This design comes from an exercise in tuning for small area, a short achievable clock period and few clock cycles per item on the open sky130 flow, not from production work. Function was checked by simulation only, so behaviour that the tests miss may differ from the original. Power and IR drop assume default switching activity.

<file path="flow/constraint.sdc">
create_clock -name core_clock -period 11.0 [get_ports {clk}]
set_input_delay 2.2000 -clock core_clock [delete_from_list [all_inputs] [get_ports {clk}]]
set_output_delay 2.2000 -clock core_clock [all_outputs]
set_load 0.01 [all_outputs]
</file>
<file path="flow/run.sh">
#!/bin/bash
# synth_recipe.tcl (not shown) runs the flow's synth.tcl, then flattens the netlist and writes it again
# the make line also repeats each setting of config.mk as NAME=value (left out here)
make -C /OpenROAD-flow-scripts/flow DESIGN_CONFIG=/design/flow/config.mk WORK_HOME=/design/flow/orfs CLKGATE_MAP_FILE= SYNTH_SCRIPT=/design/flow/synth_recipe.tcl finish
</file>
<file path="flow/design.v">
module task3 (
    input  wire        clk,
    input  wire        rst,
    input  wire [2:0]  opcode,
    input  wire [7:0]  in2,
    input  wire [7:0]  in1,
    input  wire [7:0]  in0,
    output wire [23:0] result,
    output wire        done
);
    wire [7:0] a = in2, b = in1, c = in0;
    reg  [23:0] S, C;         
    reg  [7:0]  ar, yr;       
    reg  [10:0] xr;           
    reg  [1:0]  ph;           
    wire acc = (ph == 2'd0);
    assign done   = acc;
    wire [23:0] P = S + C;
    assign result = P;
    wire is0 = opcode == 3'd0, is1 = opcode == 3'd1, is2 = opcode == 3'd2, is3 = opcode == 3'd3;
    wire is4 = opcode == 3'd4, is5 = opcode == 3'd5, is6 = opcode == 3'd6, is7 = opcode == 3'd7;
    wire [23:0] bz = {16'd0, b};
    wire [23:0] cz = {16'd0, c};
    wire [23:0] bs = {{16{b[7]}}, b};
    wire [23:0] cs = {{16{c[7]}}, c};
    wire [23:0] shr = $signed(cs) >>> b;
    wire [1:0]  s7 = {1'b0, a[7]} + {1'b0, b[7]} + {1'b0, c[7]};
    reg [15:0] X;
    reg [7:0]  Y;
    reg [23:0] F1, F2;
    reg        k1, k13;
    always @(*) begin
        X = 16'd0; Y = 8'd0; F1 = 24'd0; F2 = 24'd0; k1 = 1'b0; k13 = 1'b0;
        case (ph)
            2'd0: begin
                if (is0) begin F1 = bz;  F2 = cz; end
                if (is1) begin F1 = ~bz; F2 = cz; k1 = 1'b1; end
                if (is2) begin X = cs[15:0]; Y = b; F2 = {17'd0, b[7], 6'd0}; end
                if (is3) F1 = shr;
                if (is4) begin X = bs[15:0]; Y = b; F2 = {17'd0, b[7], 6'd0}; end
                if (is5) begin X = cs[15:0]; Y = c; F2 = {17'd0, c[7], 6'd0}; end
                if (is6) begin X = {{8{a[7]}}, a}; Y = 8'd1; F1 = bs; F2 = cs; end
                if (is7) begin X = ~{bs[13:0], 2'b00}; Y = b; F1 = {bs[21:0], 2'b00};
                               F2 = {16'd0, s7, 6'd0}; k13 = 1'b1; end
            end
            2'd1: begin X = P[15:0]; Y = yr; F2 = {17'd0, yr[7], 6'd0}; end
            default: begin X = {{5{xr[10]}}, xr}; Y = yr; F1 = S; F2 = C; end
        endcase
    end
    wire [16:0] xe = {X[15], X};
    wire [8:0]  yb = {Y, 1'b0};
    wire [16:0] v0, v1, v2, v3;
    wire [3:0]  ng;
    genvar j;
    generate for (j = 0; j < 4; j = j + 1) begin : bth
        wire y2 = yb[2*j+2], y1 = yb[2*j+1], y0 = yb[2*j];
        wire one = y1 ^ y0;
        wire two = (y2 & ~y1 & ~y0) | (~y2 & y1 & y0);
        wire [16:0] sel = ({17{one}} & xe) | ({17{two}} & {xe[15:0], 1'b0});
        wire [16:0] v = sel ^ {17{y2}};
        assign ng[j] = y2;
        if (j == 0) assign v0 = v;
        if (j == 1) assign v1 = v;
        if (j == 2) assign v2 = v;
        if (j == 3) assign v3 = v;
    end endgenerate
    wire [23:0] B0 = {5'd0, ~v0[16], v0[16], v0[16], v0[15:0]};
    wire [23:0] B1 = {3'd0, 1'b1, ~v1[16], v1[15:0], 1'b0, ng[0]};
    wire [23:0] B2 = {1'd0, 1'b1, ~v2[16], v2[15:0], 1'b0, ng[1], 1'b0, k1};
    wire [23:0] B3 = {1'b1, ~v3[16], v3[15:0], 1'b0, ng[2], k13, k13, 1'b0, k13};
    function [47:0] csa(input [23:0] x, input [23:0] y, input [23:0] z);
        csa = {x ^ y ^ z, ((x & y) | (x & z) | (y & z)) << 1};
    endfunction
    wire [23:0] s1, c1, s2, c2, s3, c3, s4, c4;
    assign {s1, c1} = csa(B0, B1, B2);
    assign {s2, c2} = csa(B3, F1, F2);
    assign {s3, c3} = csa(s1, c1, s2);
    assign {s4, c4} = csa(s3, c3, c2);
    always @(posedge clk) begin
        S <= s4;
        C <= c4;
        if (acc) begin
            ar <= a;
            yr <= c;
            xr <= {c[7], c[7], c[7], c} * 11'sd6 - 11'sd2;
        end else if (ph == 2'd2) begin
            yr <= ar;
            xr <= {ar[7], ar[7], ar[7], ar} * 11'sd5 + 11'sd8;
        end
        if (rst) ph <= 2'd0;
        else case (ph)
            2'd0: ph <= is5 ? 2'd1 : is7 ? 2'd2 : 2'd0;
            2'd2: ph <= 2'd3;
            default: ph <= 2'd0;
        endcase
    end
endmodule
</file>
<file path="flow/config.mk">
export PLATFORM = sky130hd
export DESIGN_NAME = task3
export DESIGN_NICKNAME = task3
export VERILOG_FILES = /design/flow/design.v
export SDC_FILE = /design/flow/constraint.sdc
export NUM_CORES = 4
export LEC_CHECK = 0
export CAP_MARGIN = 20
export CORE_MARGIN = 2
export CORE_UTILIZATION = 40
export SETUP_SLACK_MARGIN = 5
export SLEW_MARGIN = 20
export TNS_END_PERCENT = 100
</file>
==> impl_metrics.json, run 1 <==
{
  "skew_ns": 0.00896,
  "critPathMostFrequentCell": "fa_1",
  "seqCellArea_um2": 1770,
  "path_clk_slew_ns": 0.07,
  "detail-route-antenna-nets": 0,
  "grt_pass1_vias": 9381,
  "remaining_drc_errors": 0,
  "rsz0062_at_grt": "yes",
  "wl_met3_mm": 2.82,
  "nets": 1393,
  "cp.required_ns": 11.24,
  "areaGrowthSynthToFinish_pct": 18.3,
  "swShare": 0.477,
  "powerDensity_nw_per_um2": 257,
  "path_buf_inv": 5,
  "met1_length_mm": 14.5,
  "coreArea_um2": 24200,
  "cts_sinks": 75,
  "fin_crit_sh": 0.535,
  "async_reset_ff_frac": 0,
  "die_y_um": 161,
  "synth_area_um2": 9830,
  "vdd_drop_max_mv": 0.148,
  "synth.yosys.seq_area_share": 0.180,
  "cp_max_fo": 16,
  "io_pins": 54,
  "die_w_um": 161,
  "status": "finished clean",
  "dr.pass1.iters": 8,
  "ys_top_cells_by_area": "fa_1 (16%), dfxtp_1 (9.8%), edfxtp_1 (8.2%)",
  "start_util": 0.405,
  "setup_tns_ns": 0,
  "p_leak_nw": 4.85,
  "multi_input_area_um2": 7660,
  "grt_max_degree": 58,
  "avgSynthCellArea_um2": 8.07,
  "drt_wl_total_mm": 34.5,
  "antenna_found_initial": 0,
  "wl_per_cell_um": 22.1,
  "dpl.hpwl_mm": 23.5,
  "grt_usage": 0.267,
  "slew_headroom": 0.374,
  "nFillCells": 2403,
  "finalMaxSlewViolations": 0,
  "drt_iter0_drc": 1075,
  "power.net_switching_mw": 1.42,
  "p_clk_frac": 0.122,
  "cts_buffers": 9,
  "pwr-share-comb": 0.718,
  "fmax_mhz": 170,
  "drt-vias-per-instance": 6.28,
  "syn_inst": 1218,
  "hold_viol": 0,
  "place_ws_ns": 3.33,
  "hp-class": "reg2reg",
  "synth-main-ff-cell": "dfxtp_1",
  "cpMaxStageDelayCell": "a21oi_2",
  "yosys_warnings": 1,
  "cts_max_path_buffers": 2,
  "seqPwrFrac": 0.161,
  "cts_tree": "done",
  "cts-root-buf": "clkbuf_16",
  "grt_pass1_wl_mm": 54.0,
  "synth_common_cells": "o21ai_0 (131), nand2_1 (115), a21oi_1 (102), inv_1 (95), fa_1 (80)",
  "synth-edff-count": 27,
  "ys_ff_latch": 75,
  "critical_path_class": "in2reg",
  "path_delay_family": "compound AO/OA/AOI/OAI gates",
  "yosys.area.top_type": "fa_1",
  "max_stage_delay_ns": 0.68,
  "synth.top_cell.area_share": 0.163,
  "synth.distinct_cells": 82,
  "arrival_ns": 6.13,
  "cap_violations": 0,
  "worstMarginPinSlew_ns": 0.939,
  "setup_viol": 0,
  "port_buffers": 53,
  "overflow": 0,
  "yosysMostFrequentCell": "o21ai_0",
  "clk-insertion-delay-late_ns": 0.36,
  "drive_gt1_frac": 0.144,
  "crit_path_end_kind": "register",
  "htreeDepth": 3,
  "synth_nets": 1376,
  "startpoint_type": "input pin",
  "intPower_mw": 1.56,
  "routed.top_layer": "met4",
  "met2RoutedLength_mm": 15.6,
  "path_cells": "dlygate4sd2_1 > buf_12 > xor2_2 > o22ai_4 > a22oi_2 > buf_12 > a21oi_2 > o221ai_1 > a22oi_1 > fa_1 > inv_1 > fa_1 > inv_1 > fa_1",
  "layout_setup_ws_ns": 5.11,
  "vias": 9827,
  "core.rowCount": 57,
  "gp_congestion": 0.933,
  "die-area_um2": 25800,
  "fin_crit_ns": 5.89
}
## layout make-up
cell class              instances  share of cell area
multi-input cells             947               0.659
flip-flops and latches         75               0.152
repair buffers                101              0.0900
well taps                     324              0.0348
inverters                     101              0.0339
clock buffers                   9              0.0194
clock inverters                 7              0.0106
diodes                          1            0.000215
## worst reg2reg max path: stages, from the launching register on
cell	delay (ns)
dfxtp_1	0.32
inv_2	0.62
nand2_1	0.11
buf_4	0.27
inv_2	0.32
buf_12	0.28
o21ai_0	0.14
a211oi_1	0.36
o21ai_0	0.16
nand2_1	0.59
o21ai_0	0.31
fa_1	0.55
fa_1	0.56
inv_1	0.05
fa_1	0.42
## through the flow
stage          power (mW)  cells  utilization  cell area (µm²)  hold slack, ns
2_1_floorplan        1.82   1218            -             9830           0.552
3_3_place_gp         2.47   1516        0.433            10500           0.595
3_5_place_dp         2.51   1516        0.433            10500           0.599
4_1_cts              2.96   1556        0.469            11400           0.617
5_1_grt              3.28   1564        0.480            11600           0.657
6_report             2.99   1565        0.480            11600           0.608
## what timing repair did
action	in CTS	in global routing
endpoints found under the setup margin	48	38
gates resized for setup	93	55
pin swaps	10	15
gates cloned	5	2
setup buffers	19	5
hold buffers	0	0
## metal layers
layer | GRT usage | up-vias
met3 | 0.0455 | 132
li1 | - | 4434
met2 | 0.424 | 539
met4 | 0.118 | 0
met5 | 0 | -
met1 | 0.360 | 4722
## layout by cell type, fill, tap and decap left out, types with 11 or more instances in the layout
master / n
a21o_1: 11
dfxtp_1: 48
o221ai_1: 33
nand3_1: 13
clkdlybuf4s50_1: 33
clkbuf_16: 11
xor2_1: 20
a21oi_1: 94
ha_1: 49
fa_1: 80
a22oi_1: 22
nand2_1: 106
o21ai_0: 126
xnor2_1: 28
buf_4: 35
edfxtp_1: 27
o211ai_1: 13
inv_1: 93
nor2_1: 67
mux2i_1: 18
a21oi_2: 12
o22ai_1: 40
## final timing paths
path                                 from  cells past startpoint  slack (ns)  endpoint
worst max register to register      ph[1]                     14        5.83     S[20]
worst min register to register      ar[5]                      2        0.61     yr[5]
worst min-delay path                ar[5]                      2        0.61     yr[5]
worst max-delay path            opcode[1]                     14        5.11     S[11]
## power by group through the flow
stage | clock (mW) | sequential [mW] | combinational [mW]
floorplan | 0 | 0.458 | 1.36
global placement | 0 | 0.484 | 1.99
detailed placement | 0 | 0.483 | 2.03
CTS | 0.367 | 0.479 | 2.12
global route | 0.378 | 0.491 | 2.41
finish | 0.364 | 0.480 | 2.14
## sequential cells by signal, indices dropped and copies added (netlist names)
register and cells:
C 22, S 24, ar 8, ph 2, xr 11, yr 8
## cells by family after synthesis
logic type                 synth area share
AOI/OAI and AO/OA                     0.315
xor gates and xnor gates             0.0479
adders and majority gates             0.236
buffers and inverters                0.0815
DFF                                   0.180
muxes                                0.0227
and+or+nand+nor                       0.117
Testbench counts, summed over its fixed seeds: cycles 219,878, ops 160,000.
==> run 2, diff against run 1 <==
==> flow/flow/run.sh (new file) <==
#!/bin/bash
# Standard layout with port buffers of a faster cell and the timing repair
# aimed at a tighter setup margin. The make output goes to standard.log;
# each ORFS step's full log stays under orfs/logs.
set -o pipefail
bash standard.sh "BUFFER_PORTS_ARGS=-buffer_cell sky130_fd_sc_hd__buf_4" SETUP_SLACK_MARGIN=5.5 TNS_END_PERCENT=100 finish > standard.log 2>&1
==> flow/standard.sh (new file) <==
#!/bin/bash
# synth_recipe.tcl (not shown) runs the flow's synth.tcl, then flattens the netlist and writes it again
# the make line also repeats each setting of config.mk as NAME=value (left out here)
make -C /OpenROAD-flow-scripts/flow DESIGN_CONFIG=/design/flow/config.mk WORK_HOME=/design/flow/orfs CLKGATE_MAP_FILE= SYNTH_SCRIPT=/design/flow/synth_recipe.tcl "${@:-finish}"
--- a/flow/config.mk
+++ b/flow/config.mk
@@ -5,6 +5,7 @@
 export SDC_FILE = /design/flow/constraint.sdc
 export NUM_CORES = 4
 export LEC_CHECK = 0
+export ABC_AREA = 1
 export CAP_MARGIN = 20
 export CORE_MARGIN = 2
 export CORE_UTILIZATION = 40
removed: flow/run.sh
==> run 2 against run 1 <==
Largest cell class unchanged. Register-to-register slack improved by 0.47 ns. Critical endpoint is now S[12]. Wire length shrank 15%. Area after synthesis fell by 5.5%. Total power fell by 1.6%. Utilization increased by 0.35 points. Critical path depth grew 2. Final area is 5.7% lower. Highest routed layer unchanged. Via count down 10%. Still clean on timing, DRC and antenna. Flip-flop and latch count unchanged. Global-route usage fell by 2.2 points.
==> impl_metrics.json, run 2 <==
{
  "drt-vias-per-instance": 5.46,
  "layout_commonest_cell": "nand2_1",
  "intPower_mw": 1.48,
  "syn_inst": 1248,
  "powerDensity_nw_per_um2": 268,
  "synth-edff-count": 27,
  "pwr-share-comb": 0.720,
  "synth.top_cell.area_share": 0.172,
  "postLayoutCoreUtil": 0.483,
  "setup_viol": 0,
  "cts_buffers": 9,
  "reg_top3": "S (24), C (22), xr (11)",
  "largest_register_ffs": 24,
  "worstMarginPinSlew_ns": 0.971,
  "die_w_um": 156,
  "nets": 1487,
  "detail-route-antenna-nets": 0,
  "arrival_ns": 5.68,
  "fin_crit_ns": 5.45,
  "coreArea_um2": 22700,
  "setup_tns_ns": 0,
  "path_clk_slew_ns": 0.06,
  "synth-main-ff-cell": "dfxtp_1",
  "layout_setup_ws_ns": 5.55,
  "async_reset_ff_frac": 0,
  "hold_viol": 0,
  "fin_crit_sh": 0.495,
  "clk-insertion-delay-late_ns": 0.35,
  "power.net_switching_mw": 1.46,
  "die_y_um": 156,
  "skew_ns": 0.00455,
  "dp_cells": 1555,
  "status": "finished clean",
  "seqPwrFrac": 0.169,
  "io_pins": 54,
  "synth_nets": 1406,
  "slew_headroom": 0.350,
  "startpoint_type": "input pin",
  "fmax_mhz": 184,
  "layout_common_cells": "nand2_1 (268), inv_1 (183), buf_4 (99), o21ai_0 (94), fa_1 (80)",
  "synth.distinct_cells": 54,
  "critical_path_class": "in2reg",
  "cts_sinks": 75,
  "finalMaxSlewViolations": 0,
  "synth.yosys.seq_area_share": 0.191,
  "ys_ff_latch": 75,
  "swShare": 0.497,
  "vias": 8835,
  "worstHoldEndpoint": "S[23]",
  "hp-class": "reg2reg",
  "antenna_found_initial": 0,
  "dpl.hpwl_mm": 23.0,
  "synth_common_cells": "nand2_1 (280), inv_1 (189), o21ai_0 (102), fa_1 (80), nand3_1 (64)",
  "cap_violations": 0,
  "diodes": 0,
  "cp.required_ns": 11.23,
  "wl_per_cell_um": 18.1,
  "whs_path_depth": 3,
  "fin_area_um2": 11000,
  "yosys_warnings": 1,
  "gp_congestion": 0.978,
  "place_ws_ns": 4.39,
  "p_clk_frac": 0.111,
  "htreeDepth": 3,
  "grt_max_degree": 38,
  "p_leak_nw": 5.35,
  "r2r_setup_slack_ns": 6.30,
  "core.rowCount": 55,
  "remaining_drc_errors": 0,
  "cts-root-buf": "clkbuf_16",
  "whs_ns": 0.654,
  "grt_usage": 0.246,
  "synth_area_um2": 9290,
  "reg2reg_from": "ph[0]",
  "avgSynthCellArea_um2": 7.44,
  "die-area_um2": 24400,
  "nFillCells": 2301,
  "port_buffers": 53,
  "cts_max_path_buffers": 2,
  "areaGrowthSynthToFinish_pct": 18.2,
  "rsz0062_at_grt": "yes",
  "power_mw": 2.94,
  "drt_iter0_drc": 848,
  "grt_pass1_wl_mm": 46.2,
  "regMostFlops": "S",
  "r2r_cells": 13,
  "cp_max_fo": 8,
  "cts_tree": "done",
  "ys_top_cells_by_area": "fa_1 (17%), nand2_1 (11%), dfxtp_1 (10%)",
  "dpl_cell_area_um2": 9880,
  "drive_gt1_frac": 0.187,
  "dr.pass1.iters": 6,
  "start_util": 0.409,
  "rr_endpoint": "S[18]",
  "grt_pass1_vias": 8412,
  "drt_wl_total_mm": 29.4,
  "yosysMostFrequentCell": "nand2_1",
  "vdd_drop_max_mv": 0.143,
  "yosys.area.top_type": "fa_1",
  "crit_path_end_kind": "register",
  "overflow": 0,
  "stdcell_count": 1619,
  "hold_start": "S[23]"
}
## run 2: changes by cell type after synthesis, sizes merged, moves of 17 or more
cell	previous run	this run
o21ai	140	123
buf	45	22
clkbuf	52	14
nand3	13	67
nand2	117	297
mux2i	20	1
o221ai	38	14
inv	101	206
a22oi	27	6
xnor2	31	9
xor2	21	58
a21oi	107	60
## run 2: kinds of logic (layout without fill, tap and decap cells)
group	after synthesis	in the layout	synth area share
adders and majority gates	129	129	0.239
DFF	75	75	0.191
xor gates and xnor gates	67	67	0.0632
muxes	1	1	0.00108
AOI/OAI and AO/OA	274	275	0.185
buffers and inverters	246	330	0.106
and+or+nand+nor	456	457	0.215
## run 2: worst max path at each step
stage	startpoint	endpoint	slack (ns)	cells past startpoint
after floorplan	opcode[0]	S[9]	5.55	19
after global placement	opcode[0]	S[7]	4.50	18
after detailed placement	opcode[0]	S[19]	4.39	17
after CTS	opcode[0]	S[17]	5.53	21
after global routing	opcode[0]	S[17]	5.42	16
final	opcode[1]	S[12]	5.55	16
## run 2: area by class of cell
class | instances | area, µm² | share of cell area
clock buffers | 12 | 278 | 0.0253
clock inverters | 4 | 55.1 | 0.00502
inverters | 210 | 836 | 0.0762
multi-input cells | 929 | 6870 | 0.626
flip-flops and latches | 75 | 1770 | 0.161
well taps | 285 | 357 | 0.0325
repair buffers | 103 | 796 | 0.0725
repair inverters | 1 | 8.76 | 0.000798
## run 2: routing by layer
layer | track usage | vias to the layer above | part of all wire
li1 | - | 4242 | -
met1 | 0.344 | 4231 | 0.45
met2 | 0.390 | 313 | 0.45
met3 | 0.0526 | 49 | 0.070
met4 | 0.0542 | 0 | 0.020
met5 | 0 | - | 0
## run 2: power groups by stage
stage	combinational [mW]	clock, mW	sequential [mW]
6_report	2.12	0.327	0.495
5_1_grt	2.44	0.345	0.507
4_1_cts	2.08	0.332	0.496
3_5_place_dp	2.03	0	0.499
3_3_place_gp	1.99	0	0.496
2_1_floorplan	1.43	0	0.466
## run 2: timing repair
action,4_1_cts,5_1_grt
buffers inserted,20,25
endpoints found under the setup margin,38,39
gates cloned,2,1
hold buffers,0,0
pin swaps,11,15
gates resized for setup,37,59
## run 2: critical path, stage by stage
cell	delay, ns
buf_4	0.14
inv_1	0.13
nand3_4	0.14
buf_12	0.16
nand2_2	0.08
inv_1	0.09
o221ai_1	0.17
o21ai_0	0.20
a21o_2	0.32
or2_0	0.26
nand2_1	0.11
xor2_2	0.21
fa_1	0.45
fa_1	0.55
inv_1	0.05
fa_1	0.41
==> run 3, diff against run 2 <==
==> flow/flow/run.sh (replaced) <==
#!/bin/bash
# Standard layout with port buffers of a faster cell and the timing repair
# aimed at a tighter setup margin. The make output goes to standard.log;
# each ORFS step's full log stays under orfs/logs.
set -o pipefail
bash standard.sh "BUFFER_PORTS_ARGS=-buffer_cell sky130_fd_sc_hd__buf_4" SETUP_SLACK_MARGIN=5 TNS_END_PERCENT=100 finish > standard.log 2>&1
==> run 3 against run 2 <==
Critical path depth is 1 lower. Clock power hardly changed. Maximum frequency is 5.8% lower. Clock skew hardly changed. Critical path type unchanged. Highest routed layer unchanged.
==> impl_metrics.json, run 3 <==
{
  "status": "finished clean",
  "hp-class": "reg2reg",
  "powerDensity_nw_per_um2": 277,
  "p_leak_nw": 5.04,
  "ys_ff_latch": 75,
  "cap_violations": 0,
  "synth_common_cells": "nand2_1 (280), inv_1 (189), o21ai_0 (102), fa_1 (80), nand3_1 (64)",
  "worstMarginPinSlew_ns": 0.856,
  "remaining_drc_errors": 0,
  "syn_inst": 1248,
  "path_clk_slew_ns": 0.06,
  "power_mw": 2.85,
  "cp_max_fo": 14,
  "vdd_drop_max_mv": 0.140,
  "reg_top3": "S (24), C (22), xr (11)",
  "port_buffers": 53,
  "drt_wl_total_mm": 28.2,
  "htreeDepth": 3,
  "gp_congestion": 0.978,
  "skew_ns": 0.00499,
  "ctsHoldBuffers": 0,
  "crit_path_end_kind": "register",
  "wl_per_cell_um": 18.0,
  "swShare": 0.499,
  "seqPwrFrac": 0.174,
  "finalMaxSlewViolations": 0,
  "synth-simple-area-share": 0.215,
  "intPower_mw": 1.43,
  "p_clk_frac": 0.115,
  "synth_nets": 1406,
  "die_w_um": 156,
  "die-area_um2": 24400,
  "power.net_switching_mw": 1.42,
  "yosysMostFrequentCell": "nand2_1",
  "synth_top_family_by_area": "adder cells",
  "synth-edff-count": 27,
  "place_ws_ns": 4.39,
  "grt_max_degree": 38,
  "cts_max_path_buffers": 2,
  "synth.top_cell.area_share": 0.172,
  "cts_tree": "done",
  "cp.required_ns": 11.29,
  "start_util": 0.409,
  "synth.distinct_cells": 54,
  "coreArea_um2": 22700,
  "dr.pass1.iters": 5,
  "fin_crit_ns": 5.78,
  "setup_viol": 0,
  "areaGrowthSynthToFinish_pct": 10.5,
  "vias": 8480,
  "synthMuxAreaShare": 0.00108,
  "layout_common_cells": "nand2_1 (279), inv_1 (189), o21ai_0 (102), fa_1 (80), nand3_1 (64)",
  "arrival_ns": 6.08,
  "grt_pass1_wl_mm": 45.4,
  "die_y_um": 156,
  "ys_top_cells_by_area": "fa_1 (17%), nand2_1 (11%), dfxtp_1 (10%)",
  "core.rowCount": 55,
  "hold_viol": 0,
  "detail-route-antenna-nets": 0,
  "overflow": 0,
  "io_pins": 54,
  "fmax_mhz": 173,
  "drive_gt1_frac": 0.122,
  "synth_xor_area_frac": 0.0632,
  "async_reset_ff_frac": 0,
  "nets": 1439,
  "antenna_found_initial": 0,
  "slew_headroom": 0.429,
  "fin_crit_sh": 0.526,
  "regMostFlops": "S",
  "setup_tns_ns": 0,
  "layout_setup_ws_ns": 5.22,
  "largest_register_ffs": 24,
  "synth-main-ff-cell": "dfxtp_1",
  "cts_sinks": 75,
  "nFillCells": 2379,
  "rsz0062_at_grt": "yes",
  "grt_pass1_vias": 8244,
  "cts_buffers": 9,
  "cts-root-buf": "clkbuf_16",
  "r2r_setup_slack_ns": 5.97,
  "yosys_warnings": 1,
  "pwr-share-comb": 0.711,
  "synth.yosys.seq_area_share": 0.191,
  "grt_usage": 0.242,
  "startpoint_type": "input pin",
  "drt-vias-per-instance": 5.40,
  "layout_commonest_cell": "nand2_1",
  "drt_iter0_drc": 774,
  "avgSynthCellArea_um2": 7.44,
  "clk-insertion-delay-late_ns": 0.35,
  "critical_path_class": "in2reg",
  "diodes": 0,
  "dpl.hpwl_mm": 23.0,
  "synth_area_um2": 9290,
  "synthAdderAreaFrac": 0.239,
  "yosys.area.top_type": "fa_1",
  "synth_compound_area_frac": 0.185
}
-- run 3: cell types whose count changed in the layout (fill, tap and decap cells not counted), sizes merged --
cell,delta
buf,-43
clkbuf,-2
bufinv,-1
clkinv,+1
clkinvlp,-1
o21ai,-1
nand2,-1
-- run 3: critical path, stage by stage --
cell and delay, ns:
buf_4 0.16, inv_1 0.14, nor2_8 0.25, inv_2 0.14, o21ai_1 0.31, nand2_1 0.11
nand2_2 0.21, clkinv_1 0.34, nand2_2 0.30, o21ai_0 0.20, fa_1 0.56, inv_1 0.05
fa_1 0.52, inv_1 0.05, fa_1 0.52
-- run 3: metal layers --
metal  share of wire  track usage  vias to the layer above
met4           0.016       0.0511                        0
met3           0.063       0.0476                       35
met5               0            0                        -
met1            0.47        0.344                     4042
li1                -            -                     4149
met2            0.45        0.381                      254
-- run 3: metrics by stage --
step	utilization	area [µm²]	instances	hold slack (ns)
2_1_floorplan	-	9290	1248	0.559
3_3_place_gp	0.435	9880	1555	0.620
3_5_place_dp	0.435	9880	1555	0.646
4_1_cts	0.450	10200	1571	0.663
5_1_grt	0.452	10300	1571	0.710
6_report	0.452	10300	1571	0.654
-- run 3: cell type report --
class / count / area, µm² / share of cell area
Clock inverter: 4 / 55.1 / 0.00537
Clock buffer: 12 / 278 / 0.0271
Sequential cell: 75 / 1770 / 0.173
Inverter: 210 / 801 / 0.0780
Multi-Input combinational cell: 927 / 6560 / 0.640
Tap cell: 285 / 357 / 0.0348
Timing Repair Buffer: 58 / 435 / 0.0424
-- run 3: path summary, 6_finish.rpt --
check	start	to	cells after the start
setup / recovery	opcode[0]	S[7]	15
hold / removal	S[23]	S[23]	3
setup reg to reg	ph[0]	S[19]	15
hold reg to reg	S[23]	S[23]	3
-- run 3: what timing repair did --
action                                  4_1_cts  5_1_grt
gates resized for setup                       1       11
endpoints found under the hold margin         0        0
endpoints found under the setup margin       17       30
setup buffers                                 0        0
-- run 3: cells by family (layout without fill, tap and decap cells) --
| group | after synthesis | count (layout) |
|---|---|---|
| XOR/XNOR | 67 | 67 |
| AO/OA/AOI/OAI | 274 | 274 |
| AND/OR/NAND/NOR | 456 | 456 |
| buffers and inverters | 246 | 284 |
| flip-flops | 75 | 75 |
| adder cells (fa/ha/maj) | 129 | 129 |
| multiplexers | 1 | 1 |
-- run 3: power by group through the flow --
stage	Clock (mW)	Sequential, mW	Combinational [mW]
floorplan	0	0.466	1.43
global placement	0	0.496	1.99
detailed placement	0	0.499	2.03
CTS	0.332	0.495	2.04
global route	0.345	0.506	2.35
finish	0.327	0.495	2.03
==> run 4, diff against run 3 <==
--- a/flow/design.v
+++ b/flow/design.v
@@ -79,13 +79,13 @@
     always @(posedge clk) begin
         S <= s4;
         C <= c4;
-        if (acc) begin
-            ar <= a;
+        ar <= a;
+        if (ph == 2'd2) begin
+            yr <= ar;
+            xr <= {ar[7], ar[7], ar[7], ar} * 11'sd5 + 11'sd8;
+        end else begin
             yr <= c;
             xr <= {c[7], c[7], c[7], c} * 11'sd6 - 11'sd2;
-        end else if (ph == 2'd2) begin
-            yr <= ar;
-            xr <= {ar[7], ar[7], ar[7], ar} * 11'sd5 + 11'sd8;
         end
         if (rst) ph <= 2'd0;
         else case (ph)
--- a/flow/config.mk
+++ b/flow/config.mk
@@ -9,6 +9,7 @@
 export CAP_MARGIN = 20
 export CORE_MARGIN = 2
 export CORE_UTILIZATION = 40
+export GPL_TIMING_DRIVEN = 1
 export SETUP_SLACK_MARGIN = 5
 export SLEW_MARGIN = 20
 export TNS_END_PERCENT = 100
==> run 4 against run 3 <==
Area after synthesis fell by 4.4%. Clock-buffer cell count unchanged. Final cell count shrank 0.76%.
==> impl_metrics.json, run 4 <==
{
  "path_buf_inv": 5,
  "cp.required_ns": 11.23,
  "layout_commonest_cell": "nand2_1",
  "worstHoldEndpoint": "xr[0]",
  "vias": 8373,
  "fin_crit_ns": 5.78,
  "detail-route-antenna-nets": 0,
  "async_reset_ff_frac": 0,
  "seqCellArea_um2": 1500,
  "die_y_um": 153,
  "ys_ff_latch": 75,
  "startpoint_type": "input pin",
  "start_util": 0.407,
  "p_leak_nw": 4.93,
  "rsz0062_at_grt": "no",
  "dpl.hpwl_mm": 21.5,
  "syn_inst": 1233,
  "areaGrowthSynthToFinish_pct": 11.3,
  "cp_max_fo": 15,
  "drt_wl_total_mm": 26.9,
  "remaining_drc_errors": 0,
  "antenna_found_initial": 0,
  "ys_top_cells_by_area": "fa_1 (18%), dfxtp_1 (17%), nand2_1 (11%)",
  "hold_viol": 0,
  "dr.pass1.iters": 5,
  "nets": 1432,
  "grtUsageMet2": 0.371,
  "critical_path_depth": 17,
  "drive_gt1_frac": 0.115,
  "fmax_mhz": 173,
  "path_delay_family": "adder cells",
  "vdd_drop_max_mv": 0.102,
  "multi_input_area_um2": 6410,
  "synth_nets": 1391,
  "grtUsageMet3": 0.0428,
  "synth.top_cell.area_share": 0.180,
  "cts_tree": "done",
  "cts_max_path_buffers": 2,
  "busiest_layer": "met2",
  "dp_cells": 1533,
  "reg_top3": "S (24), C (22), xr (11)",
  "r2r_setup_slack_ns": 5.81,
  "htreeDepth": 3,
  "synth.distinct_cells": 51,
  "overflow": 0,
  "rr_endpoint": "S[18]",
  "drt-vias-per-instance": 5.37,
  "die_w_um": 153,
  "grt_pass1_wl_mm": 44.1,
  "ctsHoldBuffers": 0,
  "io_pins": 54,
  "reg2reg_from": "ph[1]",
  "coreArea_um2": 21800,
  "worstMarginPinSlew_ns": 0.865,
  "critical_path_class": "in2reg",
  "path_cells": "buf_4 > inv_2 > nand3_2 > nand2_1 > nand2_1 > nand3_1 > a21oi_2 > a21oi_1 > inv_1 > nor2_1 > o21ai_0 > o21ai_0 > fa_1 > inv_1 > fa_1 > inv_1 > fa_1",
  "path_clk_slew_ns": 0.06,
  "avgSynthCellArea_um2": 7.20,
  "cap_violations": 0,
  "fin_crit_sh": 0.525,
  "status": "finished clean",
  "port_buffers": 53,
  "r2r_cells": 17,
  "power_mw": 2.79,
  "die-area_um2": 23400,
  "powerDensity_nw_per_um2": 282,
  "hp-class": "reg2reg",
  "arrival_ns": 6.01,
  "yosysMostFrequentCell": "nand2_1",
  "grt_pass1_vias": 8200,
  "setup_viol": 0,
  "regMostFlops": "S",
  "finalMaxSlewViolations": 0,
  "largest_register_ffs": 24,
  "gp_congestion": 0.999,
  "cts_buffers": 9,
  "yosys_warnings": 1,
  "cts-root-buf": "clkbuf_16",
  "clk-insertion-delay-late_ns": 0.35,
  "hold_start": "ar[0]",
  "grt_usage": 0.237,
  "gr-usage-met1": 0.336,
  "synth_common_cells": "nand2_1 (257), inv_1 (188), o21ai_0 (112), fa_1 (80), dfxtp_1 (75)",
  "synth_area_um2": 8870,
  "yosys.area.top_type": "fa_1",
  "layout_common_cells": "nand2_1 (255), inv_1 (187), o21ai_0 (112), fa_1 (80), dfxtp_1 (75)",
  "slew_headroom": 0.422,
  "grt_max_degree": 53,
  "synth-edff-count": 0,
  "synth.yosys.seq_area_share": 0.169,
  "skew_ns": 0.00979,
  "cpMaxStageDelayCell": "fa_1",
  "wl_per_cell_um": 17.3,
  "synth-main-ff-cell": "dfxtp_1",
  "drt_iter0_drc": 695,
  "diodes": 0,
  "crit_path_end_kind": "register",
  "setup_tns_ns": 0,
  "max_stage_delay_ns": 0.54,
  "whs_path_depth": 2,
  "stdcell_count": 1559,
  "cts_sinks": 75,
  "core.rowCount": 54,
  "nFillCells": 2256
}
==> run 4: cell families (layout without fill, tap and decap cells) <==
group	count (synthesis)	count (layout)	synth area share
buffers and inverters	243	289	0.111
DFF	75	75	0.169
adders and majority gates	129	129	0.250
and+or+nand+nor	429	429	0.206
AOI/OAI and AO/OA	283	283	0.191
xor gates and xnor gates	74	74	0.0730
==> run 4: area by class of cell <==
class | instances | area share
multi-input combinational | 915 | 0.649
sequential | 75 | 0.152
inverter | 205 | 0.0792
timing repair buffer | 68 | 0.0517
tap | 280 | 0.0355
clock buffer | 12 | 0.0250
clock inverter | 4 | 0.00747
==> run 4: worst max path at each step <==
stage / startpoint / endpoint / slack [ns]
2_1_floorplan: opcode[2] / S[9] / 5.50
3_3_place_gp: opcode[0] / S[7] / 4.51
3_5_place_dp: opcode[0] / S[7] / 4.54
4_1_cts: opcode[1] / S[7] / 5.00
5_1_grt: opcode[1] / S[13] / 5.01
6_report: opcode[1] / S[13] / 5.22
==> run 4: worst min-delay path: stages, from the launching register on <==
cell and delay, ns:
dfxtp_1 0.32, inv_1 0.05, nor2_1 0.05
==> run 4: per-layer routing <==
layer / wire (µm) / part of all wire / vias up
met5: 0 / 0 / -
met4: 533 / 0.020 / 0
met2: 11900 / 0.44 / 292
met3: 2030 / 0.075 / 39
met1: 12400 / 0.46 / 3962
li1: - / - / 4080
==> run 4: report_power, final <==
group / switching, mW / internal (mW)
logic: 1.19 / 0.806
clock network: 0.119 / 0.205
registers: 0.0622 / 0.399
==> run 4: repair_timing <==
| item | CTS | global route |
|---|---|---|
| resized for setup | 1 | 7 |
| setup endpoints to repair | 8 | 24 |
| buffers inserted | 2 | 8 |
| pin swaps | 1 | 0 |
==> run 4: metrics by stage <==
stage               worst slack (ns)   util  area (µm²)  hold slack [ns]
detailed placement              4.54  0.433        9450            0.468
global route                    5.01  0.453        9880            0.515
floorplan                       5.50      -        8870            0.421
CTS                             5.00  0.448        9790            0.477
global placement                4.51  0.433        9450            0.467
finish                          5.22  0.453        9880            0.478
Testbench counts of run 4, summed over its fixed seeds: cycles 219,878, ops 160,000.
==> run 5, diff against run 4 <==
--- a/flow/config.mk
+++ b/flow/config.mk
@@ -9,7 +9,6 @@
 export CAP_MARGIN = 20
 export CORE_MARGIN = 2
 export CORE_UTILIZATION = 40
-export GPL_TIMING_DRIVEN = 1
 export SETUP_SLACK_MARGIN = 5
 export SLEW_MARGIN = 20
 export TNS_END_PERCENT = 100
==> run 5 against run 4 <==
Maximum frequency unchanged. Critical path depth did not move. Final area did not move. Clock power is essentially flat. Critical path type unchanged. Critical endpoint unchanged. Sequential share of layout area unchanged.
==> impl_metrics.json, run 5 <==
{
  "coreArea_um2": 21800,
  "clk-insertion-delay-late_ns": 0.35,
  "status": "finished clean",
  "yosys_warnings": 1,
  "fin_crit_ns": 5.78,
  "largest_register_ffs": 24,
  "fmax_mhz": 173,
  "htreeDepth": 3,
  "synth_area_um2": 8870,
  "power_mw": 2.79,
  "synth.top_cell.area_share": 0.180,
  "cts_tree": "done",
  "worstMarginPinSlew_ns": 0.865,
  "syn_inst": 1233,
  "diodes": 0,
  "cp_max_fo": 15,
  "io_pins": 54,
  "yosys.area.top_type": "fa_1",
  "drt-vias-per-instance": 5.37,
  "grt_pass1_vias": 8200,
  "pwr-share-comb": 0.718,
  "cpMaxStageDelayCell": "fa_1",
  "drive_gt1_frac": 0.115,
  "die-area_um2": 23400,
  "path_cells": "buf_4 > inv_2 > nand3_2 > nand2_1 > nand2_1 > nand3_1 > a21oi_2 > a21oi_1 > inv_1 > nor2_1 > o21ai_0 > o21ai_0 > fa_1 > inv_1 > fa_1 > inv_1 > fa_1",
  "gp_congestion": 0.999,
  "avgSynthCellArea_um2": 7.20,
  "whs_ns": 0.478,
  "slew_headroom": 0.422,
  "setup_viol": 0,
  "intPower_mw": 1.41,
  "crit_path_end_kind": "register",
  "layout_setup_ws_ns": 5.22,
  "die_w_um": 153,
  "core.rowCount": 54,
  "seqPwrFrac": 0.166,
  "grt_max_degree": 53,
  "arrival_ns": 6.01,
  "detail-route-antenna-nets": 0,
  "start_util": 0.407,
  "path_clk_slew_ns": 0.06,
  "vdd_drop_max_mv": 0.102,
  "critical_path_class": "in2reg",
  "place_ws_ns": 4.54,
  "layout_commonest_cell": "nand2_1",
  "dpl_cell_area_um2": 9450,
  "remaining_drc_errors": 0,
  "synth_common_cells": "nand2_1 (257), inv_1 (188), o21ai_0 (112), fa_1 (80), dfxtp_1 (75)",
  "antenna_found_initial": 0,
  "port_buffers": 53,
  "areaGrowthSynthToFinish_pct": 11.3,
  "power.net_switching_mw": 1.37,
  "ys_ff_latch": 75,
  "synth.yosys.seq_area_share": 0.169,
  "cts_max_path_buffers": 2,
  "layout_common_cells": "nand2_1 (255), inv_1 (187), o21ai_0 (112), fa_1 (80), dfxtp_1 (75)",
  "drt_wl_total_mm": 26.9,
  "finalMaxSlewViolations": 0,
  "synth.distinct_cells": 51,
  "async_reset_ff_frac": 0,
  "hp-class": "reg2reg",
  "startpoint_type": "input pin",
  "reg_top3": "S (24), C (22), xr (11)",
  "overflow": 0,
  "dr.pass1.iters": 5,
  "cts_buffers": 9,
  "yosysMostFrequentCell": "nand2_1",
  "cts_sinks": 75,
  "skew_ns": 0.00979,
  "cap_violations": 0,
  "nets": 1432,
  "hold_viol": 0,
  "setup_tns_ns": 0,
  "powerDensity_nw_per_um2": 282,
  "max_stage_delay_ns": 0.54,
  "rsz0062_at_grt": "no",
  "fin_area_um2": 9880,
  "swShare": 0.494,
  "fin_crit_sh": 0.525,
  "ys_top_cells_by_area": "fa_1 (18%), dfxtp_1 (17%), nand2_1 (11%)",
  "p_leak_nw": 4.93,
  "regMostFlops": "S",
  "die_y_um": 153,
  "dpl.hpwl_mm": 21.5,
  "synth-main-ff-cell": "dfxtp_1",
  "p_clk_frac": 0.117,
  "grt_usage": 0.237,
  "vias": 8373,
  "cts-root-buf": "clkbuf_16",
  "grt_pass1_wl_mm": 44.1,
  "synth-edff-count": 0,
  "synth_nets": 1391,
  "drt_iter0_drc": 695,
  "cp.required_ns": 11.23,
  "wl_per_cell_um": 17.3
}
run 5: final timing paths:
path,slack (ns),startpoint,end,cells after the start
worst max-delay path,5.22,opcode[1],S[13],17
worst min-delay path,0.48,ar[0],xr[0],2
worst max register to register,5.81,ph[1],S[18],17
worst min register to register,0.48,ar[0],xr[0],2
run 5: critical path, delay by kind of cell:
family / cells / cell delay (ns)
AOI/OAI and AO/OA: 4 / 1.07
adders and majority gates: 3 / 1.43
buffers and inverters: 5 / 0.59
and+or+nand+nor: 5 / 0.71
run 5: area by class of cell:
cell class	count	area, µm²
Fill cell	2256	11900
Tap cell	280	350
Clock buffer	12	246
Multi-Input combinational cell	915	6410
Timing Repair Buffer	68	510
Clock inverter	4	73.8
Sequential cell	75	1500
Inverter	205	782
run 5: power groups by stage:
stage / clock (mW) / sequential, mW / combinational (mW)
finish: 0.324 / 0.462 / 2.00
global route: 0.342 / 0.472 / 2.31
CTS: 0.329 / 0.461 / 2.01
detailed placement: 0 / 0.466 / 1.99
global placement: 0 / 0.465 / 1.95
floorplan: 0 / 0.440 / 1.39
run 5: stage by stage:
stage / instances / util
final: 1559 / 0.453
after floorplan: 1233 / -
after detailed placement: 1533 / 0.433
after global placement: 1533 / 0.433
after global routing: 1559 / 0.453
after CTS: 1551 / 0.448
run 5: cells by family (layout without fill, tap and decap cells):
group | after synthesis | in the layout | share of synthesized area
xor+xnor | 74 | 74 | 0.0730
simple gates | 429 | 429 | 0.206
buf+inv | 243 | 289 | 0.111
compound gates | 283 | 283 | 0.191
flops | 75 | 75 | 0.169
fa+ha+maj | 129 | 129 | 0.250
run 5: metal layers:
metal / share of wire / GRT usage
met5: 0 / 0
met4: 0.020 / 0.0653
met2: 0.44 / 0.371
met3: 0.075 / 0.0428
met1: 0.46 / 0.336
run 5: what timing repair did:
| action | 4_1_cts | 5_1_grt |
|---|---|---|
| resized for setup | 1 | 7 |
| buffers inserted | 2 | 8 |
| cloned | 0 | 0 |
| endpoints found under the setup margin | 8 | 24 |
| pin swaps | 1 | 0 |
| hold buffers | 0 | 0 |
==> run 6, diff against run 5 <==
==> flow/flow/run.sh (replaced) <==
#!/bin/bash
# Standard layout with port buffers of a faster cell and the timing repair
# aimed at a tighter setup margin. The make output goes to standard.log;
# each ORFS step's full log stays under orfs/logs.
set -o pipefail
bash standard.sh "BUFFER_PORTS_ARGS=-buffer_cell sky130_fd_sc_hd__buf_4" SETUP_SLACK_MARGIN=4.5 TNS_END_PERCENT=100 finish > standard.log 2>&1
==> run 6 against run 5 <==
Register-to-register slack lost 0.23 ns. Still clean on timing, DRC and antenna. Total power shrank 0.46%. Sequential share of layout area grew 0.17 points. First-iteration DRC count grew 2.7%. Non-clock buffer count shrank 10. Die area is the same. Sequential power is essentially flat. Via count shrank 0.24%. Area after synthesis is the same. Clock skew is essentially flat.
==> impl_metrics.json, run 6 <==
{
  "busiest_layer": "met2",
  "seqCellArea_um2": 1500,
  "seqPwrFrac": 0.167,
  "htreeDepth": 3,
  "layout_commonest_cell": "nand2_1",
  "postLayoutCoreUtil": 0.448,
  "wl_per_cell_um": 17.3,
  "start_util": 0.407,
  "slew_headroom": 0.421,
  "cts-root-buf": "clkbuf_16",
  "status": "finished clean",
  "grt_usage": 0.237,
  "synth.distinct_cells": 51,
  "synth-edff-count": 0,
  "yosysMostFrequentCell": "nand2_1",
  "synth_area_um2": 8870,
  "avgSynthCellArea_um2": 7.20,
  "remaining_drc_errors": 0,
  "dr.pass1.iters": 5,
  "vdd_drop_max_mv": 0.104,
  "fin_crit_ns": 6.07,
  "setup_viol": 0,
  "path_clk_slew_ns": 0.06,
  "swShare": 0.494,
  "hold_viol": 0,
  "yosys_warnings": 1,
  "core.rowCount": 54,
  "synth.yosys.seq_area_share": 0.169,
  "drt-vias-per-instance": 5.39,
  "io_pins": 54,
  "p_leak_nw": 4.88,
  "ys_top_cells_by_area": "fa_1 (18%), dfxtp_1 (17%), nand2_1 (11%)",
  "startpoint_type": "input pin",
  "async_reset_ff_frac": 0,
  "grt_pass1_vias": 8192,
  "gp_congestion": 0.999,
  "arrival_ns": 6.30,
  "cts_max_path_buffers": 2,
  "power.net_switching_mw": 1.37,
  "vias": 8353,
  "regMostFlops": "S",
  "yosys.area.top_type": "fa_1",
  "areaGrowthSynthToFinish_pct": 10.1,
  "crit_path_end_kind": "register",
  "antenna_found_initial": 0,
  "synth_nets": 1391,
  "cp.required_ns": 11.23,
  "cp_max_fo": 18,
  "finalMaxSlewViolations": 0,
  "setup_tns_ns": 0,
  "ys_ff_latch": 75,
  "cts_tree": "done",
  "drive_gt1_frac": 0.106,
  "multi_input_area_um2": 6390,
  "layout_common_cells": "nand2_1 (256), inv_1 (188), o21ai_0 (112), fa_1 (80), dfxtp_1 (75)",
  "nets": 1422,
  "drt_wl_total_mm": 26.8,
  "cap_violations": 0,
  "grt_max_degree": 53,
  "cts_sinks": 75,
  "hp-class": "reg2reg",
  "die-area_um2": 23400,
  "intPower_mw": 1.40,
  "gr-usage-met1": 0.336,
  "grtUsageMet2": 0.371,
  "p_clk_frac": 0.117,
  "synth.top_cell.area_share": 0.180,
  "cts_buffers": 9,
  "nFillCells": 2266,
  "powerDensity_nw_per_um2": 284,
  "fmax_mhz": 165,
  "clk-insertion-delay-late_ns": 0.35,
  "overflow": 0,
  "largest_register_ffs": 24,
  "synth_common_cells": "nand2_1 (257), inv_1 (188), o21ai_0 (112), fa_1 (80), dfxtp_1 (75)",
  "synth-main-ff-cell": "dfxtp_1",
  "coreArea_um2": 21800,
  "skew_ns": 0.00955,
  "critical_path_class": "in2reg",
  "ctsHoldBuffers": 0,
  "grt_pass1_wl_mm": 44.0,
  "port_buffers": 53,
  "reg_top3": "S (24), C (22), xr (11)",
  "diodes": 0,
  "rsz0062_at_grt": "no",
  "die_w_um": 153,
  "dpl.hpwl_mm": 21.5,
  "die_y_um": 153,
  "worstMarginPinSlew_ns": 0.867,
  "fin_crit_sh": 0.552,
  "syn_inst": 1233,
  "grtUsageMet3": 0.0428,
  "detail-route-antenna-nets": 0,
  "pwr-share-comb": 0.716,
  "drt_iter0_drc": 714
}
==> run 6: cell count changes in the layout (fill, tap and decap cells not counted), sizes merged <==
cell	previous run	this run
buf	68	58
clkinvlp	2	0
clkinv	4	5
inv	201	202
==> run 6: power groups by stage <==
stage          sequential [mW]  clock (mW)  combinational, mW
4_1_cts                  0.461       0.329               2.01
5_1_grt                  0.472       0.342               2.30
3_3_place_gp             0.465           0               1.95
2_1_floorplan            0.440           0               1.39
3_5_place_dp             0.466           0               1.99
6_report                 0.462       0.324               1.99
==> run 6: worst max-delay path, stage by stage <==
cell and delay, ns:
buf_4 0.15, nand3_2 0.31, nor2_1 0.24, nor2_1 0.10
a21oi_4 0.63, inv_4 0.19, nand2_2 0.14, nand2_1 0.07
nand2_2 0.28, inv_1 0.13, nand2_1 0.09, o21ai_0 0.10
nand2_1 0.08, nand2_1 0.08, fa_1 0.47, fa_1 0.54
inv_1 0.05, fa_1 0.43
==> run 6: layout make-up <==
class                           instances  area share
Tap cell                              280      0.0359
Inverter                              205      0.0793
Sequential cell                        75       0.154
Multi-Input combinational cell        915       0.654
Clock buffer                           12      0.0252
Clock inverter                          4     0.00756
Timing Repair Buffer                   58      0.0446
==> run 6: worst paths after layout <==
| kind | start | to | slack (ns) | depth (start not counted) |
|---|---|---|---|---|
| max | opcode[2] | S[19] | 4.93 | 18 |
| min | ar[0] | xr[0] | 0.48 | 2 |
| max reg2reg | ph[1] | S[7] | 5.58 | 16 |
| min reg2reg | ar[0] | xr[0] | 0.48 | 2 |
==> run 6: kinds of logic after synthesis <==
group,synth area share
flops,0.169
buf+inv,0.111
simple gates,0.206
compound gates,0.191
fa+ha+maj,0.250
xor+xnor,0.0730
==> run 6: metrics by stage <==
step / power, mW / area, µm² / cells / worst slack (ns) / hold WS (ns)
after floorplan: 1.83 / 8870 / 1233 / 5.50 / 0.421
after global placement: 2.41 / 9450 / 1533 / 4.51 / 0.467
after detailed placement: 2.46 / 9450 / 1533 / 4.54 / 0.468
after CTS: 2.80 / 9770 / 1549 / 4.90 / 0.477
after global routing: 3.11 / 9770 / 1549 / 4.64 / 0.515
final: 2.77 / 9770 / 1549 / 4.93 / 0.479
==> run 6: routing by layer <==
| metal | up-vias | wire, µm |
|---|---|---|
| li1 | 4059 | - |
| met1 | 3968 | 12600 |
| met2 | 284 | 11800 |
| met3 | 42 | 1920 |
| met4 | 0 | 546 |
| met5 | - | 0 |
==> run 6: timing repair <==
item                                    CTS  global route
buffers inserted                          0             0
endpoints found under the setup margin    0             2
gates resized for setup                   0             1
==> run 7, diff against run 6 <==
==> flow/flow/run.sh (replaced) <==
#!/bin/bash
# Standard layout with port buffers of a faster cell and the timing repair
# aimed at a tighter setup margin. The make output goes to standard.log;
# each ORFS step's full log stays under orfs/logs.
set -o pipefail
bash standard.sh "BUFFER_PORTS_ARGS=-buffer_cell sky130_fd_sc_hd__buf_4" SETUP_SLACK_MARGIN=5 TNS_END_PERCENT=5 finish > standard.log 2>&1
--- a/flow/config.mk
+++ b/flow/config.mk
@@ -11,4 +11,4 @@
 export CORE_UTILIZATION = 40
 export SETUP_SLACK_MARGIN = 5
 export SLEW_MARGIN = 20
-export TNS_END_PERCENT = 100
+export TNS_END_PERCENT = 5
==> run 7 against run 6 <==
Still clean. Final cell count rose by 0.65%. Flip-flop and latch count did not move. Sequential power about the same. Area after synthesis did not move. Sequential share of layout area fell by 0.15 points. Clock-buffer cell count stayed put. Clock power hardly changed. Critical endpoint is now S[7].
==> impl_metrics.json, run 7 <==
{
  "syn_inst": 1233,
  "areaGrowthSynthToFinish_pct": 11.2,
  "core.rowCount": 54,
  "skew_ns": 0.00971,
  "vdd_drop_max_mv": 0.102,
  "yosys.area.top_type": "fa_1",
  "fin_crit_sh": 0.529,
  "layout_setup_ws_ns": 5.18,
  "reg_top3": "S (24), C (22), xr (11)",
  "cap_violations": 0,
  "avgSynthCellArea_um2": 7.20,
  "rr_endpoint": "S[18]",
  "wl_per_cell_um": 17.3,
  "cp.required_ns": 11.23,
  "arrival_ns": 6.05,
  "regMostFlops": "S",
  "remaining_drc_errors": 0,
  "vias": 8348,
  "reg2reg_from": "ph[1]",
  "fin_crit_ns": 5.82,
  "powerDensity_nw_per_um2": 282,
  "grt_pass1_wl_mm": 44.1,
  "die-area_um2": 23400,
  "start_util": 0.407,
  "rsz0062_at_grt": "yes",
  "synth.distinct_cells": 51,
  "crit_path_end_kind": "register",
  "synth.yosys.seq_area_share": 0.169,
  "setup_tns_ns": 0,
  "gp_congestion": 0.999,
  "startpoint_type": "input pin",
  "hold_viol": 0,
  "fmax_mhz": 172,
  "ys_top_cells_by_area": "fa_1 (18%), dfxtp_1 (17%), nand2_1 (11%)",
  "synth_nets": 1391,
  "hp-class": "reg2reg",
  "fin_area_um2": 9870,
  "dpl.hpwl_mm": 21.5,
  "worstMarginPinSlew_ns": 0.876,
  "cpMaxStageDelayCell": "fa_1",
  "whs_ns": 0.482,
  "grt_max_degree": 53,
  "grt_usage": 0.237,
  "antenna_found_initial": 0,
  "drt_wl_total_mm": 27.0,
  "diodes": 0,
  "setup_viol": 0,
  "port_buffers": 53,
  "stdcell_count": 1559,
  "htreeDepth": 3,
  "cts_max_path_buffers": 2,
  "cts_sinks": 75,
  "synth-main-ff-cell": "dfxtp_1",
  "slew_headroom": 0.416,
  "status": "finished clean",
  "p_leak_nw": 4.93,
  "grt_pass1_vias": 8200,
  "die_y_um": 153,
  "dr.pass1.iters": 5,
  "drt_iter0_drc": 754,
  "cp_max_fo": 20,
  "largest_register_ffs": 24,
  "ys_ff_latch": 75,
  "cts_buffers": 9,
  "synth.top_cell.area_share": 0.180,
  "path_cells": "buf_4 > inv_2 > nand2_2 > nor2_4 > inv_2 > nand2_1 > inv_1 > o211ai_1 > nand2_1 > nand2_2 > clkinvlp_4 > buf_4 > o22ai_1 > xor2_1 > fa_1 > inv_1 > fa_1 > inv_1 > fa_1",
  "critical_path_class": "in2reg",
  "layout_commonest_cell": "nand2_1",
  "postLayoutCoreUtil": 0.452,
  "synth_common_cells": "nand2_1 (257), inv_1 (188), o21ai_0 (112), fa_1 (80), dfxtp_1 (75)",
  "nets": 1432,
  "die_w_um": 153,
  "io_pins": 54,
  "drive_gt1_frac": 0.115,
  "synth_area_um2": 8870,
  "startpoint": "opcode[0]",
  "finalMaxSlewViolations": 0,
  "yosys_warnings": 1,
  "power_mw": 2.78,
  "overflow": 0,
  "place_ws_ns": 4.54,
  "r2r_setup_slack_ns": 5.80,
  "cts-root-buf": "clkbuf_16",
  "path_clk_slew_ns": 0.06,
  "dp_cells": 1533,
  "dpl_cell_area_um2": 9450,
  "r2r_cells": 17,
  "detail-route-antenna-nets": 0,
  "yosysMostFrequentCell": "nand2_1",
  "layout_common_cells": "nand2_1 (255), inv_1 (187), o21ai_0 (112), fa_1 (80), dfxtp_1 (75)",
  "synth-edff-count": 0,
  "crit_path_end": "S[7]",
  "drt-vias-per-instance": 5.35,
  "coreArea_um2": 21800,
  "max_stage_delay_ns": 0.54,
  "async_reset_ff_frac": 0,
  "clk-insertion-delay-late_ns": 0.35,
  "cts_tree": "done"
}
## run 7: cell count changes in the layout (fill, tap and decap cells not counted)
cell and change:
buf_4 +10, clkinvlp_4 +2, clkinv_1 -1, inv_1 -1
nand2_1 -1, nand2_2 +1, nand3_2 -1, nand3_4 +1
nor2_2 -1, nor2_4 +1
## run 7: cell type report
type / count / area, µm²
Clock inverter: 4 / 73.8
Tap cell: 280 / 350
Sequential cell: 75 / 1500
Fill cell: 2257 / 12000
Inverter: 205 / 782
Clock buffer: 12 / 246
Timing Repair Buffer: 68 / 510
Multi-Input combinational cell: 915 / 6400
## run 7: worst min-delay path by stage
stage          slack [ns]  cells after the start  start     to
2_1_floorplan        0.42                      2  ar[0]  xr[0]
3_3_place_gp         0.47                      2  ar[0]  xr[0]
3_5_place_dp         0.47                      2  ar[0]  xr[0]
4_1_cts              0.48                      2  ar[0]  xr[0]
5_1_grt              0.51                      2  ar[0]  xr[0]
6_report             0.48                      2  ar[0]  xr[0]
## run 7: cell families after synthesis
group | after synthesis | share of synthesized area
xor gates and xnor gates | 74 | 0.0730
and+or+nand+nor | 429 | 0.206
buffers and inverters | 243 | 0.111
adders and majority gates | 129 | 0.250
DFF | 75 | 0.169
AOI/OAI and AO/OA | 283 | 0.191
## run 7: power breakdown
part           switching [mW]  internal [mW]  leakage, nW
combinational            1.19          0.805         4.14
sequential             0.0622          0.399        0.630
clock                   0.119          0.205        0.157
total                    1.37           1.41         4.93
## run 7: what timing repair did
action / 4_1_cts / 5_1_grt
resized for setup: 1 / 5
hold endpoints to repair: 0 / 0
buffers inserted: 2 / 8
hold buffers: 0 / 0
pin swaps: 1 / 0
setup endpoints to repair: 8 / 24
## run 7: worst max-delay path: cells and delay by family
kind / cells / cell delay (ns)
fa+ha+maj: 3 / 1.51
buf+inv: 8 / 1.04
simple gates: 5 / 0.86
compound gates: 2 / 0.30
xor+xnor: 1 / 0.12
## run 7: routing by layer
layer / routed length [µm] / vias to the layer above / GRT usage
met1: 12700 / 3968 / 0.336
li1: - / 4083 / -
met5: 0 / - / 0
met3: 1850 / 35 / 0.0428
met4: 529 / 0 / 0.0653
met2: 11900 / 262 / 0.371
==> run 8, diff against run 7 <==
==> flow/flow/run.sh (replaced) <==
#!/bin/bash
# Standard layout with port buffers of a faster cell and the timing repair
# aimed at a tighter setup margin. The make output goes to standard.log;
# each ORFS step's full log stays under orfs/logs.
set -o pipefail
bash standard.sh "BUFFER_PORTS_ARGS=-buffer_cell sky130_fd_sc_hd__buf_4" SETUP_SLACK_MARGIN=5 TNS_END_PERCENT=30 finish > standard.log 2>&1
--- a/flow/config.mk
+++ b/flow/config.mk
@@ -11,4 +11,4 @@
 export CORE_UTILIZATION = 40
 export SETUP_SLACK_MARGIN = 5
 export SLEW_MARGIN = 20
-export TNS_END_PERCENT = 5
+export TNS_END_PERCENT = 30
==> run 8 against run 7 <==
Clock skew barely moved. Still clean. Sequential power barely moved. Sequential share of layout area barely moved. Maximum frequency rose by 0.79%. First-iteration DRC count fell by 7.8%. Critical endpoint is now S[13].
==> impl_metrics.json, run 8 <==
{
  "syn_inst": 1233,
  "dp_cells": 1533,
  "synth-edff-count": 0,
  "dpl.hpwl_mm": 21.5,
  "cts_tree": "done",
  "path_delay_family": "adder cells",
  "core.rowCount": 54,
  "grtUsageMet2": 0.371,
  "remaining_drc_errors": 0,
  "worstMarginPinSlew_ns": 0.865,
  "synth_common_cells": "nand2_1 (257), inv_1 (188), o21ai_0 (112), fa_1 (80), dfxtp_1 (75)",
  "vias": 8373,
  "synth.top_cell.area_share": 0.180,
  "skew_ns": 0.00979,
  "nFillCells": 2256,
  "startpoint_type": "input pin",
  "p_leak_nw": 4.93,
  "drt-vias-per-instance": 5.37,
  "synth.yosys.seq_area_share": 0.169,
  "cp_max_fo": 15,
  "die_w_um": 153,
  "fin_crit_sh": 0.525,
  "synth_area_um2": 8870,
  "dr.pass1.iters": 5,
  "synth_nets": 1391,
  "stdcell_count": 1559,
  "cts_max_path_buffers": 2,
  "port_buffers": 53,
  "io_pins": 54,
  "layout_common_cells": "nand2_1 (255), inv_1 (187), o21ai_0 (112), fa_1 (80), dfxtp_1 (75)",
  "gr-usage-met1": 0.336,
  "yosys_warnings": 1,
  "detail-route-antenna-nets": 0,
  "nets": 1432,
  "busiest_layer": "met2",
  "status": "finished clean",
  "grt_usage": 0.237,
  "cp.required_ns": 11.23,
  "layout_commonest_cell": "nand2_1",
  "grtUsageMet3": 0.0428,
  "ctsHoldBuffers": 0,
  "grt_max_degree": 53,
  "powerDensity_nw_per_um2": 282,
  "areaGrowthSynthToFinish_pct": 11.3,
  "die-area_um2": 23400,
  "htreeDepth": 3,
  "regMostFlops": "S",
  "grt_pass1_vias": 8200,
  "synth.distinct_cells": 51,
  "cts_sinks": 75,
  "largest_register_ffs": 24,
  "fmax_mhz": 173,
  "crit_path_end_kind": "register",
  "antenna_found_initial": 0,
  "clk-insertion-delay-late_ns": 0.35,
  "cts_buffers": 9,
  "diodes": 0,
  "overflow": 0,
  "cpMaxStageDelayCell": "fa_1",
  "yosysMostFrequentCell": "nand2_1",
  "hp-class": "reg2reg",
  "die_y_um": 153,
  "drt_iter0_drc": 695,
  "setup_viol": 0,
  "avgSynthCellArea_um2": 7.20,
  "ys_top_cells_by_area": "fa_1 (18%), dfxtp_1 (17%), nand2_1 (11%)",
  "vdd_drop_max_mv": 0.102,
  "path_buf_inv": 5,
  "slew_headroom": 0.422,
  "grt_pass1_wl_mm": 44.1,
  "fin_crit_ns": 5.78,
  "path_clk_slew_ns": 0.06,
  "cap_violations": 0,
  "rsz0062_at_grt": "no",
  "cts-root-buf": "clkbuf_16",
  "setup_tns_ns": 0,
  "hold_viol": 0,
  "max_stage_delay_ns": 0.54,
  "async_reset_ff_frac": 0,
  "yosys.area.top_type": "fa_1",
  "start_util": 0.407,
  "arrival_ns": 6.01,
  "gp_congestion": 0.999,
  "ys_ff_latch": 75,
  "path_cells": "buf_4 > inv_2 > nand3_2 > nand2_1 > nand2_1 > nand3_1 > a21oi_2 > a21oi_1 > inv_1 > nor2_1 > o21ai_0 > o21ai_0 > fa_1 > inv_1 > fa_1 > inv_1 > fa_1",
  "critical_path_class": "in2reg",
  "drive_gt1_frac": 0.115,
  "coreArea_um2": 21800,
  "wl_per_cell_um": 17.3,
  "synth-main-ff-cell": "dfxtp_1",
  "drt_wl_total_mm": 26.9,
  "reg_top3": "S (24), C (22), xr (11)",
  "finalMaxSlewViolations": 0
}
## run 8: power by group
part | leakage (nW) | switching [mW] | internal [mW]
combinational | 4.14 | 1.19 | 0.806
sequential | 0.630 | 0.0622 | 0.399
clock | 0.157 | 0.119 | 0.205
total | 4.93 | 1.37 | 1.41
## run 8: metrics by stage
stage | setup slack (ns) | cell area (µm²) | power [mW] | hold slack, ns | utilization
2_1_floorplan | 5.50 | 8870 | 1.83 | 0.421 | -
6_report | 5.22 | 9880 | 2.79 | 0.478 | 0.453
5_1_grt | 5.01 | 9880 | 3.12 | 0.515 | 0.453
4_1_cts | 5.00 | 9790 | 2.80 | 0.477 | 0.448
3_3_place_gp | 4.51 | 9450 | 2.41 | 0.467 | 0.433
3_5_place_dp | 4.54 | 9450 | 2.46 | 0.468 | 0.433
## run 8: path summary, 6_finish.rpt
kind | slack, ns | from | cells after the start | endpoint
hold reg to reg | 0.48 | ar[0] | 2 | xr[0]
hold / removal | 0.48 | ar[0] | 2 | xr[0]
setup reg to reg | 5.81 | ph[1] | 17 | S[18]
setup / recovery | 5.22 | opcode[1] | 17 | S[13]
## run 8: timing repair
item,CTS,global route
pin swaps,1,0
setup buffers,2,8
setup endpoints to repair,8,24
resized for setup,1,7
## run 8: worst min-delay path: cells and delay by family (launching register included)
| kind | cells | cell delay, ns |
|---|---|---|
| DFF | 1 | 0.32 |
| buffers and inverters | 1 | 0.05 |
| and+or+nand+nor | 1 | 0.05 |
## run 8: per-layer routing
metal  vias up  share of wire
met2       292           0.44
met5         -              0
met3        39          0.075
li1       4080              -
met4         0          0.020
met1      3962           0.46
## run 8: cell type report
cell class	count	area, µm²	area share
Inverter	205	782	0.0792
Timing Repair Buffer	68	510	0.0517
Multi-Input combinational cell	915	6410	0.649
Clock inverter	4	73.8	0.00747
Tap cell	280	350	0.0355
Clock buffer	12	246	0.0250
Sequential cell	75	1500	0.152
## run 8: logic make-up (layout without fill, tap and decap cells)
family,count (synthesis),after routing,synth area share
AOI/OAI and AO/OA,283,283,0.191
xor gates and xnor gates,74,74,0.0730
adders and majority gates,129,129,0.250
buffers and inverters,243,289,0.111
DFF,75,75,0.169
and+or+nand+nor,429,429,0.206

-- static timing again, ports no longer ideal --
In the flow no input, the clock included, has a driving cell. The finished layouts below were timed again as built, in two steps.
Step 1 (the two cells are an assumption about what drives the block):
set clk [get_ports {clk}]
set_driving_cell -lib_cell sky130_fd_sc_hd__clkbuf_16 $clk
set_driving_cell -lib_cell sky130_fd_sc_hd__buf_2 [delete_from_list [all_inputs] $clk]
Step 2 also shifts input and output timing later by t, the mid clock arrival at the registers, as if the neighbouring blocks saw the same clock.
Three values: ideal ports, drivers, drivers and shift; two values: the first two.
run | t, ns | slack for setup (ns) | hold WS [ns] | worst data-port slew with drivers (ns)
run 1 | 0.402 | 5.110 / 5.137 / 4.735 | 0.608 / 0.608 / 0.608 | 0.03
run 2 | 0.395 | 5.551 / 5.542 / 5.148 | 0.654 / 0.654 / 0.654 | 0.06
run 3 | 0.394 | 5.217 / 5.239 / 4.845 | 0.654 / 0.654 / 0.654 | 0.04
run 4 | 0.395 | 5.223 / 5.247 / 4.852 | 0.478 / 0.478 / 0.478 | 0.03
run 5 | 0.395 | 5.223 / 5.247 / 4.852 | 0.478 / 0.478 / 0.478 | 0.03
run 6 | 0.395 | 4.926 / 4.943 / 4.549 | 0.479 / 0.479 / 0.479 | 0.03
run 7 | 0.394 | 5.177 / 5.201 / 4.807 | 0.482 / 0.482 / 0.482 | 0.03
run 8 | 0.395 | 5.223 / 5.247 / 4.852 | 0.478 / 0.478 / 0.478 | 0.03
After both steps every run listed still meets setup and hold. The setup slack of run 2, which loses most, moves by -0.009 ns with the drivers and by -0.403 ns with both steps.
